From an optimization exercise on the open Yosys and OpenROAD flow, aimed at small area; shortcuts taken in it are not production practice.
At most, simulation tests tie the RTL to the original design; equivalence was not proved.
Function not checked in run 3: the RTL went through the layout flow alone.
No activity file was given, so power comes from the tool's default toggle rates.

File: design/flow/config.mk
export PLATFORM = sky130hd
export DESIGN_NAME = Register_File
export DESIGN_NICKNAME = Register_File
export VERILOG_FILES = /design/flow/design.v
export SDC_FILE = /design/flow/constraint.sdc
export NUM_CORES = 4
export LEC_CHECK = 0
export CAP_MARGIN = 0
export CORE_MARGIN = 2
export CORE_UTILIZATION = 60
export CTS_BUF_LIST = sky130_fd_sc_hd__clkbuf_4
export SLEW_MARGIN = 0
export SYNTH_HIERARCHICAL = 1
File: design/flow/standard.sh
#!/bin/bash
# synth_recipe.tcl (not shown) runs the flow's synth.tcl, then flattens the netlist and writes it again
# the make line also repeats each setting of config.mk as NAME=value (left out here)
make -C /OpenROAD-flow-scripts/flow DESIGN_CONFIG=/design/flow/config.mk WORK_HOME=/design/flow/orfs CLKGATE_MAP_FILE= SYNTH_SCRIPT=/design/flow/synth_recipe.tcl "${@:-finish}"
File: design/flow/flow/run.sh
#!/bin/bash
# Standard layout (the standard.sh) with two changes: the port buffers
# are buf_1 cells, and clock tree synthesis uses no dummy loads and the
# leaf cluster size below.
export BUFFER_PORTS_ARGS="-buffer_cell sky130_fd_sc_hd__buf_1"
export CTS_ARGS="-sink_clustering_enable -repair_clock_nets -dont_use_dummy_load -buf_list sky130_fd_sc_hd__clkbuf_4 -sink_clustering_size 9 -sink_clustering_max_diameter 45"
bash standard.sh > flow.log 2>&1
File: design/flow/constraint.sdc
create_clock -name core_clock -period 10.0 [get_ports {clk}]
set_input_delay 2.0000 -clock core_clock [delete_from_list [all_inputs] [get_ports {clk}]]
set_output_delay 2.0000 -clock core_clock [all_outputs]
set_load 0.01 [all_outputs]
File: design/flow/design.v
module RegisterUnit
#(
    parameter W = 8
)(
    input                   clk, rst, en, 
    input       [W-1:0]     D,
    output reg  [W-1:0]     Q
);
always @(posedge clk or negedge rst)begin
    if (!rst) Q <= {W{1'b0}};
    else if (en) Q <= D;
    else Q <= Q;
end
endmodule
module MultiplexerUnit
(
    input   [30:0]  D,
    input   [30:0]  S,
    output          Y
);
wire [10:0] yn;
wire [2:0]  z;
genvar g;
generate
    for (g = 0; g < 10; g = g + 1) begin : AO
        ao222n U(.a(D[3*g]), .b(S[3*g]), .c(D[3*g+1]), .d(S[3*g+1]),
                 .e(D[3*g+2]), .f(S[3*g+2]), .y(yn[g]));
    end
endgenerate
nand2g N0(.a(D[30]), .b(S[30]), .y(yn[10]));
nand4g N1(.a(yn[0]), .b(yn[1]), .c(yn[2]), .d(yn[3]), .y(z[0]));
nand4g N2(.a(yn[4]), .b(yn[5]), .c(yn[6]), .d(yn[7]), .y(z[1]));
nand3g N3(.a(yn[8]), .b(yn[9]), .c(yn[10]), .y(z[2]));
or3g   O0(.a(z[0]), .b(z[1]), .c(z[2]), .y(Y));
endmodule
module ao222n(input a, b, c, d, e, f, output y);
assign y = ~((a & b) | (c & d) | (e & f));
endmodule
module nand2g(input a, b, output y);
assign y = ~(a & b);
endmodule
module nand3g(input a, b, c, output y);
assign y = ~(a & b & c);
endmodule
module nand4g(input a, b, c, d, output y);
assign y = ~(a & b & c & d);
endmodule
module or3g(input a, b, c, output y);
assign y = a | b | c;
endmodule
module DecoderUnit
#(
    parameter LEN = 2
)
(
    input   [LEN-1:0]   Dir,
    output  [2**LEN-1:0] Sal
);
localparam [2**LEN-1:0]ONE = 'b1;
assign Sal = ONE << Dir;
endmodule
module Register_File
#(
    parameter N = 32,
    parameter ADDR = 5
)
(
    input               clk,
    input               reset,
    input               Reg_Write_i,
    input   [ADDR-1:0]  Write_Register_i,
    input   [ADDR-1:0]  Read_Register_1_i,
    input   [ADDR-1:0]  Read_Register_2_i,
    input   [N-1:0]     Write_Data_i,
    output  [N-1:0]     Read_Data_1_o,
    output  [N-1:0]     Read_Data_2_o
);
localparam R = 2**ADDR;
reg  [N-1:0] data [1:R-1];
reg  [R-1:1] valid;
wire [R-1:1] we;
wire [R-1:1] sel1, sel2;
genvar i, b;
generate
    for (i = 1; i < R; i = i + 1) begin : REG
        assign we[i]   = Reg_Write_i & (Write_Register_i == i);
        assign sel1[i] = valid[i] & (Read_Register_1_i == i);
        assign sel2[i] = valid[i] & (Read_Register_2_i == i);
        always @(posedge clk)
            if (we[i]) data[i] <= Write_Data_i;
        always @(posedge clk or negedge reset)
            if (!reset) valid[i] <= 1'b0;
            else if (we[i]) valid[i] <= 1'b1;
    end
    for (b = 0; b < N; b = b + 1) begin : BIT
        wire [R-2:0] col;
        for (i = 1; i < R; i = i + 1) begin : C
            assign col[i-1] = data[i][b];
        end
        MultiplexerUnit M1(.D(col), .S(sel1), .Y(Read_Data_1_o[b]));
        MultiplexerUnit M2(.D(col), .S(sel2), .Y(Read_Data_2_o[b]));
    end
endgenerate
endmodule
==> results of run 1 <==
## cell families (layout without fill, tap and decap cells)
family	Yosys count	in the layout	share of synthesized area
AOI/OAI and AO/OA	671	671	0.1669
buffers and inverters	15	340	0.001759
DFF	1023	1023	0.7672
other	0	3	0
and+or+nand+nor	453	453	0.06407
## worst max-delay path: cells and delay by family
kind	cells	cell delay, ns
buf+inv	3	0.92
simple gates	4	2.07
compound gates	1	0.16
## power by group through the flow
stage / Sequential (mW) / Clock [mW] / Combinational (mW)
after global routing: 4.82 / 2.11 / 0.524
after detailed placement: 4.91 / 0 / 0.487
after CTS: 4.81 / 1.95 / 0.489
final: 4.82 / 1.96 / 0.511
after global placement: 4.91 / 0 / 0.479
after floorplan: 4.90 / 0 / 0.207
## per-module statistics from Yosys, one instance, submodules excluded, a selection
module / times used / cells / flip-flops and latches
ao222n: 640 / 1 / 0
nand4g: 128 / 1 / 0
Register_File: 1 / 1202 / 1023
or3g: 64 / 1 / 0
nand3g: 64 / 1 / 0
nand2g: 64 / 1 / 0
## how the worst max path moves through the flow
stage,endpoint,slack (ns),cells past startpoint
finish,Read_Data_1_o[20],2.84,8
detailed placement,Read_Data_1_o[0],3.09,7
global placement,Read_Data_1_o[0],3.17,7
floorplan,Read_Data_2_o[0],4.47,5
CTS,Read_Data_1_o[0],3.09,7
global route,Read_Data_1_o[20],2.77,8
## synth_stat cells (all sizes together)
cell	count	area [um2]
or2	1	6.260
or4b	1	10.01
nor3	2	10.01
a222oi	640	6406
buf	6	36.28
and2	3	18.77
nor2b	6	37.54
and3b	6	52.55
dfrtp	31	775.7
nor3b	6	45.04
nand3	64	320.3
and3	64	400.4
nand2	65	244.0
clkbuf	9	33.78
nand4b	3	26.28
nor2	34	127.6
edfxtp	992	29790
or3	64	400.4
nand2b	2	12.51
nand4	129	807.0
nand4bb	3	33.78
o21bai	31	244.0
## flip-flops by register name (all words and copies together), names as in the netlist
name / cells
valid: 31
data: 992
## metal layers
metal	up-vias	share of wire
met3	483	0.16
met1	14346	0.34
li1	11266	-
met4	6	0.067
met5	-	0.00032
met2	2887	0.44
## through the flow
step	setup WS (ns)	hold slack, ns	instance area (um2)	utilization
after floorplan	4.466	0.4484	39840	-
after global placement	3.168	0.4646	42210	0.6420
after detailed placement	3.094	0.4702	42210	0.6420
after CTS	3.092	0.4904	43250	0.6578
after global routing	2.769	0.5107	43250	0.6579
final	2.835	0.4964	43250	0.6579
## cell usage in the layout (no fill, tap or decap)
master	n
and3b_1	6
o21bai_2	3
or3_1	64
nor2_1	3
dfrtp_1	31
a222oi_1	640
clkbuf_4	138
nand3_1	64
nand4_1	129
nand2b_1	2
nand4bb_1	3
or4b_1	1
and3_2	30
and2_1	2
o21bai_1	28
and3_1	34
diode_2	3
nand2_1	65
edfxtp_1	992
nor3_1	2
buf_1	113
nor3b_1	6
buf_4	89
nor2_4	31
nand4b_1	3
nor2b_1	6
and2_0	1
or2_2	1
## cell type report
type | instances | area (um2) | area share
multi-input cells | 1124 | 9473 | 0.2190
clock buffers | 138 | 1036 | 0.02395
diodes | 3 | 7.507 | 0.0001736
repair buffers | 202 | 1092 | 0.02525
flip-flops and latches | 1023 | 30560 | 0.7066
well taps | 864 | 1081 | 0.02499
==> flow_summary.ini, run 1 <==
[global_route]
grt_pass1_wl_mm = 195.4
grt_util_met1 = 0.5439
grtUsageTotal = 0.4101
use_met3 = 0.1340
antenna_found_initial = 8
met2_usage = 0.5935
grt_max_degree = 33
gr-total-overflow = 0
grt_pass1_vias = 28260
top_usage_layer = met2

[critical_path]
reg2reg_depth = 1
critical_path.startpoint = Read_Register_1_i[4]
start_kind = input pin
worstReg2RegStart = valid[2]$_DFFE_PN0P_
path_class = input pin to primary output
regToRegEndpoint = valid[2]$_DFFE_PN0P_
path_cells = buf_1 -> nor3b_1 -> and3_1 -> buf_4 -> a222oi_1 -> nand4_1 -> or3_1 -> buf_1
cp.required_ns = 8.00
cp_data_arrival_time_ns = 5.16
reg2reg_slack_ns = 9.27
path_max_fanout = 17
cp-end-kind = primary output
max_stage_delay_ns = 1.18
path_common_cell = buf_1
cp_slowest_cell = and3_1

[logic_synthesis]
yosysWarnings = 8
syn_avg_cell_area_um2 = 18.43
synth_area_um2 = 39840
yosysUniqueCellTypes = 25
syn_inst = 2162
ys_seq_area_frac = 0.7672
yosys_register_bits = 1023
syn_nets = 2212

[power]
power_frac_comb = 0.070
seqPwrFrac = 0.661
pwr-share-clk = 0.269
power.leakage_nw = 13.54
internal-power_mw = 5.547
ir_drop_uv = 113.4
finalPower_mw = 7.292
power.density_nw_per_um2 = 168.6
p_switching_mw = 1.745
sw_frac_of_total = 0.2393

[clock_tree]
ctsHoldBuffers = 0
clock_path_buffers = 3
clkTransAtPathRegs_ns = 0.07
clk_latency_ns = 0.95
cts_made_buffers = 138
cts_tree = done
root_buffer = clkbuf_4
h-tree-depth = 4
cts_resized = 0
cts_sinks = 1023
cts_setup_buffers = 0

[floorplanning]
die_h_um = 261.7
die_area_um2 = 68470
die-width_um = 261.7
core_um2 = 65750
ios = 114
start_util = 0.6059
num_rows = 94

[finish]
layout-drive-gt1-share = 0.1174
fin_cells = 3354
syn_to_final_growth_pct = 8.578
fillers = 4607
final_nets = 2539

[sta]
worst-slew-pin-transition_ns = 1.432
slew-limit-headroom = 0.04567
fin_crit_ns = 7.165
fmax_mhz = 139.6
hold_viol_final = 0
clock_skew_ns = 0
final_max_slew_viol_count = 0
grt_setup_unrepaired = no
fin_tns_setup_ns = 0
setup_violations = 0
finalCritPeriodShare = 0.7165

[min_path]
worst_hold_path.endpoint = valid[8]$_DFFE_PN0P_
hp-start = valid[8]$_DFFE_PN0P_
min_path_type = flip-flop to flip-flop
whs_path_depth = 1

[detailed_routing]
drt-initial-drc-count = 7424
routed_via_density = 8.643
vias = 28988
drt-total-wl_mm = 140.8
first_pass_iters = 14
wl_per_cell_um = 41.99
antenna_left = 0
drc = 0

[place]
gp_congestion = 0.9407
hpwlAfterDp_mm = 75.53
placedCellCount = 3213
io_buffers = 113

[run_status]
outcome = no timing/DRC/antenna violations

[job]
maxCapViolCount = 0
==> inputs of run 2 (changes only) <==
==> design/flow/flow/run.sh (replaced) <==
#!/bin/bash
# Standard layout (the standard.sh) with two changes: the port buffers
# are buf_1 cells, and clock tree synthesis uses no dummy loads and the
# leaf cluster size below.
export BUFFER_PORTS_ARGS="-buffer_cell sky130_fd_sc_hd__buf_1"
export CTS_ARGS="-sink_clustering_enable -repair_clock_nets -dont_use_dummy_load -buf_list sky130_fd_sc_hd__clkbuf_4 -sink_clustering_size 10 -sink_clustering_max_diameter 50"
bash standard.sh > flow.log 2>&1
==> run 2 against run 1 <==
  * Still clean
  * Final area fell by 0.37%
  * Non-clock buffer count did not move
  * Die area did not move
  * Critical endpoint is now Read_Data_1_o[29]
==> flow_summary.ini, run 2 <==
[finish]
final_common_cell = edfxtp_1
regMostFlops = data
syn_to_final_growth_pct = 8.175
final_nets = 2517
layout-drive-gt1-share = 0.1095
reg_top3 = data (992), valid (31)
utilization = 0.6555
most-common-layout-cells = 992 x edfxtp_1, 640 x a222oi_1, 129 x nand4_1
largest_reg_flops = 992
fin_cells = 3334

[min_path]
hp-start = valid[9]$_DFFE_PN0P_
worst_hold_path.endpoint = valid[9]$_DFFE_PN0P_
min_path_type = flip-flop to flip-flop
whs_path_depth = 1

[critical_path]
path_common_cell = buf_1
path_cells = buf_1 -> nor3b_1 -> and3_1 -> buf_4 -> a222oi_1 -> nand4_1 -> or3_1 -> buf_1
cp.required_ns = 8.00
crit_buf_inv = 3
max_stage_delay_ns = 1.22
worstReg2RegStart = valid[2]$_DFFE_PN0P_
path_class = input pin to primary output
cp-end-kind = primary output
crit_family = simple AND/OR/NAND/NOR gates
cp_slowest_cell = and3_1
reg2reg_depth = 1
start_kind = input pin
path_max_fanout = 17
reg2reg_slack_ns = 9.27
cp_data_arrival_time_ns = 5.18
regToRegEndpoint = valid[2]$_DFFE_PN0P_

[clock_tree]
cts_tree = done
root_buffer = clkbuf_4
h-tree-depth = 3
ctsHoldBuffers = 0
clock_path_buffers = 3
cts_setup_buffers = 0
cts_resized = 0
clk_latency_ns = 0.88
cts_made_buffers = 116
clkTransAtPathRegs_ns = 0.11
cts_sinks = 1023

[detailed_routing]
drc = 0
vias = 28754
wl_per_cell_um = 42.05
drt-total-wl_mm = 140.2
drt-initial-drc-count = 7546
routed_via_density = 8.624
antenna_left = 0
first_pass_iters = 15

[sta]
hold_viol_final = 0
clock_skew_ns = 0
finalCritPeriodShare = 0.7180
final_max_slew_viol_count = 0
worst-slew-pin-transition_ns = 1.488
setup_violations = 0
grt_setup_unrepaired = no
fmax_mhz = 139.3
slew-limit-headroom = 0.007778
fin_tns_setup_ns = 0
fin_crit_ns = 7.180

[logic_synthesis]
synth_common_cells = 992 x edfxtp_1, 640 x a222oi_1, 129 x nand4_1, 65 x nand2_1
yosysUniqueCellTypes = 25
yosysWarnings = 8
syn_nets = 2212
synth_area_um2 = 39840
synth_edf_count = 992
yosys.area.top_type_share = 0.7478
ys_seq_area_frac = 0.7672
post-synth-top-count-cell = edfxtp_1
yosys_register_bits = 1023
synthFlopType = edfxtp_1
synth_top_cell_by_area = edfxtp_1
async_flop_share = 0.03030
yosys-top-cells-area = edfxtp_1 75%, a222oi_1 16%, nand4_1 2.0%
syn_inst = 2162
syn_avg_cell_area_um2 = 18.43

[global_route]
grt_max_degree = 33
gr-total-overflow = 0
grtUsageTotal = 0.4065
grt_pass1_vias = 28018
grt_pass1_wl_mm = 194.4
antenna_found_initial = 5

[power]
power.leakage_nw = 13.44
internal-power_mw = 5.439
pwr-share-clk = 0.254
power_frac_comb = 0.071
ir_drop_uv = 100.9
power.density_nw_per_um2 = 165.6
p_switching_mw = 1.697
seqPwrFrac = 0.675
sw_frac_of_total = 0.2378

[place]
io_buffers = 113
placedCellCount = 3213
gp_congestion = 0.9407
hpwlAfterDp_mm = 75.53

[floorplanning]
start_util = 0.6059
core_um2 = 65750
die_area_um2 = 68470
ios = 114
num_rows = 94
die-width_um = 261.7
die_h_um = 261.7

[run_status]
outcome = no timing/DRC/antenna violations

[job]
maxCapViolCount = 0
==> run 2: cell counts after synthesis <==
No cell type changed its count.
==> run 2: per-stage QoR <==
step                total power [mW]  hold WS, ns  instance area, um2  setup slack, ns
detailed placement             5.398       0.4702               42210            3.094
floorplan                      5.106       0.4484               39840            4.466
global placement               5.385       0.4646               42210            3.168
global route                   7.304       0.5182               43090            2.770
CTS                            7.114       0.4994               43080            3.092
finish                         7.136       0.5020               43090            2.820
==> run 2: per-module statistics from Yosys (local to each module, per instance), excerpt <==
module         cells inside  flip-flops and latches  times used  cell area [um2]
nand2g                    1                       0          64            3.754
or3g                      1                       0          64            6.256
nand4g                    1                       0         128            6.256
ao222n                    1                       0         640            10.01
nand3g                    1                       0          64            5.005
Register_File          1202                    1023           1            31670
==> run 2: power groups by stage <==
| stage | Clock (mW) | Combinational (mW) | Sequential [mW] |
|---|---|---|---|
| final | 1.81 | 0.508 | 4.82 |
| after floorplan | 0 | 0.207 | 4.90 |
| after CTS | 1.81 | 0.489 | 4.81 |
| after global routing | 1.96 | 0.523 | 4.82 |
| after detailed placement | 0 | 0.487 | 4.91 |
| after global placement | 0 | 0.479 | 4.91 |
==> run 2: worst max path at each step <==
| stage | startpoint | to | slack [ns] | depth (start not counted) |
|---|---|---|---|---|
| after floorplan | Read_Register_2_i[2] | Read_Data_2_o[0] | 4.47 | 5 |
| after global placement | Read_Register_1_i[0] | Read_Data_1_o[0] | 3.17 | 7 |
| after detailed placement | Read_Register_1_i[0] | Read_Data_1_o[0] | 3.09 | 7 |
| after CTS | Read_Register_1_i[0] | Read_Data_1_o[0] | 3.09 | 7 |
| after global routing | Read_Register_1_i[4] | Read_Data_1_o[20] | 2.77 | 8 |
| final | Read_Register_1_i[4] | Read_Data_1_o[29] | 2.82 | 8 |
==> run 2: cell families after synthesis <==
family                 count (synthesis)  synth area share
buffers and inverters                 15          0.001759
and+or+nand+nor                      453           0.06407
DFF                                 1023            0.7672
AOI/OAI and AO/OA                    671            0.1669
==> run 2: layout make-up <==
cell class / instances / area (um2)
Clock buffer: 116 / 870.8
Fill cell: 4601 / 22650
Timing Repair Buffer: 202 / 1092
Tap cell: 864 / 1081
Multi-Input combinational cell: 1124 / 9473
Antenna cell: 5 / 12.51
Sequential cell: 1023 / 30560
==> run 2: per-layer routing <==
metal	wire length [um]	part of all wire	track usage	vias up
li1	-	-	-	11212
met3	22440	0.16	0.1203	451
met1	46960	0.33	0.5455	14180
met4	9334	0.067	0.2404	0
met5	0	0	0.003472	-
met2	61470	0.44	0.5951	2911
==> inputs of run 3 (changes only) <==
--- a/design/flow/design.v
+++ b/design/flow/design.v
@@ -49,15 +49,12 @@
 assign y = a | b | c;
 endmodule
 module DecoderUnit
-#(
-    parameter LEN = 2
-)
 (
-    input   [LEN-1:0]   Dir,
-    output  [2**LEN-1:0] Sal
+    input   an,
+    input   bn,
+    output  y
 );
-localparam [2**LEN-1:0]ONE = 'b1;
-assign Sal = ONE << Dir;
+assign y = ~(an | bn);
 endmodule
 module Register_File
 #(
@@ -76,21 +73,33 @@
     output  [N-1:0]     Read_Data_2_o
 );
 localparam R = 2**ADDR;
+localparam H = N / 2;
 reg  [N-1:0] data [1:R-1];
 reg  [R-1:1] valid;
-wire [R-1:1] we;
+wire [R-1:1] weL, weH;
 wire [R-1:1] sel1, sel2;
+wire [3:0] wln;
+wire [7:0] whn;
 genvar i, b;
 generate
+    for (i = 0; i < 4; i = i + 1) begin : WL
+        assign wln[i] = ~(Reg_Write_i & (Write_Register_i[1:0] == i));
+    end
+    for (i = 0; i < 8; i = i + 1) begin : WH
+        assign whn[i] = ~(Write_Register_i[ADDR-1:2] == i);
+    end
     for (i = 1; i < R; i = i + 1) begin : REG
-        assign we[i]   = Reg_Write_i & (Write_Register_i == i);
+        DecoderUnit DL(.an(wln[i % 4]), .bn(whn[i / 4]), .y(weL[i]));
+        DecoderUnit DH(.an(wln[i % 4]), .bn(whn[i / 4]), .y(weH[i]));
         assign sel1[i] = valid[i] & (Read_Register_1_i == i);
         assign sel2[i] = valid[i] & (Read_Register_2_i == i);
         always @(posedge clk)
-            if (we[i]) data[i] <= Write_Data_i;
+            if (weL[i]) data[i][H-1:0] <= Write_Data_i[H-1:0];
+        always @(posedge clk)
+            if (weH[i]) data[i][N-1:H] <= Write_Data_i[N-1:H];
         always @(posedge clk or negedge reset)
             if (!reset) valid[i] <= 1'b0;
-            else if (we[i]) valid[i] <= 1'b1;
+            else if (weL[i]) valid[i] <= 1'b1;
     end
     for (b = 0; b < N; b = b + 1) begin : BIT
         wire [R-2:0] col;
==> design/flow/flow/run.sh (replaced) <==
#!/bin/bash
# Standard layout (the standard.sh) with two changes: the port buffers
# are buf_1 cells, and clock tree synthesis uses no dummy loads and the
# leaf cluster size below.
export BUFFER_PORTS_ARGS="-buffer_cell sky130_fd_sc_hd__buf_1"
export CTS_ARGS="-sink_clustering_enable -repair_clock_nets -dont_use_dummy_load -buf_list sky130_fd_sc_hd__clkbuf_8 -sink_clustering_size 16 -sink_clustering_max_diameter 60"
bash standard.sh > flow.log 2>&1
--- a/design/flow/config.mk
+++ b/design/flow/config.mk
@@ -8,6 +8,6 @@
 export CAP_MARGIN = 0
 export CORE_MARGIN = 2
 export CORE_UTILIZATION = 60
-export CTS_BUF_LIST = sky130_fd_sc_hd__clkbuf_4
+export CTS_BUF_LIST = sky130_fd_sc_hd__clkbuf_8
 export SLEW_MARGIN = 0
 export SYNTH_HIERARCHICAL = 1
==> run 3 against run 2 <==
  * Global-route usage decreased by 1.2 points
  * First-iteration DRC count increased by 1.6%
  * Area after synthesis about the same
  * Highest routed layer is now met5
==> flow_summary.ini, run 3 <==
[logic_synthesis]
yosysUniqueCellTypes = 21
synth_common_cells = 992 x edfxtp_1, 640 x a222oi_1, 128 x nand4_1, 66 x nand3_1, 66 x nor2_1
post-synth-top-count-cell = edfxtp_1
yosys_register_bits = 1023
yosys.area.top_type_share = 0.7474
yosysWarnings = 8
syn_inst = 2179
async_flop_share = 0.03030
ys_seq_area_frac = 0.7669
yosys-top-cells-area = edfxtp_1 75%, a222oi_1 16%, nand4_1 2.0%
syn_avg_cell_area_um2 = 18.29
synth_top_cell_by_area = edfxtp_1
synth_edf_count = 992
synth_area_um2 = 39850
synthFlopType = edfxtp_1
syn_nets = 2229

[floorplanning]
die_area_um2 = 68500
ios = 114
start_util = 0.6062
core_um2 = 65750
die-width_um = 261.7
num_rows = 94
die_h_um = 261.7

[sta]
finalCritPeriodShare = 0.7107
final_max_slew_viol_count = 0
holdWs_ns = 0.4893
hold_viol_final = 0
grt_setup_unrepaired = no
setup_violations = 0
fin_tns_setup_ns = 0
fin_crit_ns = 7.107
clock_skew_ns = 0
slew-limit-headroom = 0.1015
worst-slew-pin-transition_ns = 1.348
setup_slack_ns = 2.893
fmax_mhz = 140.7

[finish]
reg_top3 = data (992), valid (31)
final_common_cell = edfxtp_1
final_nets = 2535
fin_area_um2 = 43410
regMostFlops = data
fillers = 4519
most-common-layout-cells = 992 x edfxtp_1, 640 x a222oi_1, 128 x nand4_1
utilization = 0.6602
fin_cells = 3353
largest_reg_flops = 992
layout-drive-gt1-share = 0.1140
syn_to_final_growth_pct = 8.910

[clock_tree]
clkTransAtPathRegs_ns = 0.08
cts_tree = done
clk_latency_ns = 0.72
ctsHoldBuffers = 0
cts_made_buffers = 75
cts_resized = 0
h-tree-depth = 3
cts_sinks = 1023
root_buffer = clkbuf_8
clock_path_buffers = 3
cts_setup_buffers = 0

[place]
io_buffers = 113
placedCellCount = 3272
hpwlAfterDp_mm = 77.91
placement.cell_area_um2 = 42360
gp_congestion = 1.029
place_ws_ns = 3.043

[detailed_routing]
vias = 28460
drt-total-wl_mm = 136.5
routed_via_density = 8.488
drt-initial-drc-count = 7667
wl_per_cell_um = 40.70
drc = 0
first_pass_iters = 15
antenna_left = 0

[global_route]
grtUsageTotal = 0.3941
antenna_found_initial = 8
gr-total-overflow = 0
grt_pass1_vias = 27181
grt_pass1_wl_mm = 189.9
grt_max_degree = 33

[critical_path]
regToRegEndpoint = valid[8]$_DFFE_PN0P_
cp-end-kind = primary output
worstReg2RegStart = valid[8]$_DFFE_PN0P_
reg2reg_depth = 1
start_kind = input pin
cp.required_ns = 8.00
reg2reg_slack_ns = 9.18
cp_data_arrival_time_ns = 5.11
path_max_fanout = 19
path_class = input pin to primary output

[min_path]
min_path_type = flip-flop to flip-flop
worst_hold_path.endpoint = valid[4]$_DFFE_PN0P_
hp-start = valid[4]$_DFFE_PN0P_
whs_path_depth = 1

[power]
power.leakage_nw = 13.69
ir_drop_uv = 131.4
power.density_nw_per_um2 = 167.5
finalPower_mw = 7.271

[job]
maxCapViolCount = 0

[run_status]
outcome = no timing/DRC/antenna violations
==> run 3: changes by cell type in the layout (fill, tap and decap cells not counted), moves of 29 or more <==
cell      change
and3_2       -29
nor2_4       -31
clkbuf_8     +75
nor2_2       +50
clkbuf_4    -116
or2_2        +30
and3_1       +29
==> run 3: power breakdown <==
part | total, mW | internal [mW] | switching (mW)
Sequential | 4.82 | 4.77 | 0.0419
Clock | 1.95 | 0.675 | 1.28
Combinational | 0.504 | 0.139 | 0.364
Total | 7.27 | 5.59 | 1.68
==> run 3: modules after synthesis (local to each module, per instance), a selection <==
module | area [um2] | copies in the design | flip-flops and latches
DecoderUnit | 3.754 | 62 | 0
Register_File | 31450 | 1 | 1023
ao222n | 10.01 | 640 | 0
nand2g | 3.754 | 64 | 0
nand3g | 5.005 | 64 | 0
or3g | 6.256 | 64 | 0
==> run 3: cells by family after synthesis <==
group / Yosys count / share of synthesized area
DFF: 1023 / 0.7669
AOI/OAI and AO/OA: 640 / 0.1607
and+or+nand+nor: 516 / 0.07236
==> run 3: how the worst max path moves through the flow <==
stage                              start                end  slack [ns]  cells past startpoint
finish              Read_Register_2_i[0]  Read_Data_2_o[21]        2.89                      8
global route        Read_Register_2_i[0]  Read_Data_2_o[20]        2.92                      8
CTS                 Read_Register_2_i[0]  Read_Data_2_o[21]        3.05                      8
detailed placement  Read_Register_2_i[0]  Read_Data_2_o[21]        3.04                      8
global placement    Read_Register_2_i[0]  Read_Data_2_o[21]        3.13                      8
floorplan           Read_Register_2_i[2]   Read_Data_2_o[0]        4.47                      5
==> run 3: worst max-delay path, cell delays in order <==
cell and delay [ns]:
buf_1 0.13, nor2b_1 0.65, and3_1 1.10, buf_4 0.42
a222oi_1 0.10, nand4_1 0.36, or3_1 0.17, buf_1 0.15
==> run 3: final cells by class <==
| cell class | instances | area [um2] | area share |
|---|---|---|---|
| flip-flops and latches | 1023 | 30560 | 0.7042 |
| well taps | 864 | 1081 | 0.02491 |
| multi-input cells | 1156 | 9415 | 0.2169 |
| clock buffers | 75 | 1032 | 0.02378 |
| repair buffers | 229 | 1297 | 0.02989 |
| diodes | 6 | 15.01 | 0.0003459 |
==> run 3: layer usage <==
layer / vias to the layer above / track usage / share of wire
met1: 14012 / 0.5381 / 0.33
met4: 8 / 0.2200 / 0.062
met3: 428 / 0.09144 / 0.15
met2: 2810 / 0.5927 / 0.45
li1: 11202 / - / -
met5: - / 0 / 0.00034

[re-timing with driven ports]
No port has a modelled driver above. Below, the same layouts with a new extraction and two added sets of constraints.
Step 1 (the two cells are an assumption about what drives the block):
set clk [get_ports {clk}]
set_driving_cell -lib_cell sky130_fd_sc_hd__clkbuf_16 $clk
set_driving_cell -lib_cell sky130_fd_sc_hd__buf_2 [delete_from_list [all_inputs] $clk]
Step 2 moves the port delays by t, midway between the first and last clock arrival at a register: inputs arrive t later, outputs are due t later. That takes back most of the time a late clock gives input paths.
Slacks: ideal ports / drivers / drivers and shift; pairs: ideal ports / drivers.
run	shift t [ns]	slack for setup (ns)	cell pins on the clock port's net
run 1	1.035	2.835 / 2.801 / 2.801	1
run 2	0.993	2.820 / 2.785 / 2.785	1
run 3	0.779	2.893 / 2.865 / 2.865	1
After both steps every run listed still meets setup and hold. For run 2, which loses most, drivers alone change the setup slack by -0.035 ns; drivers and shift together by -0.035 ns.
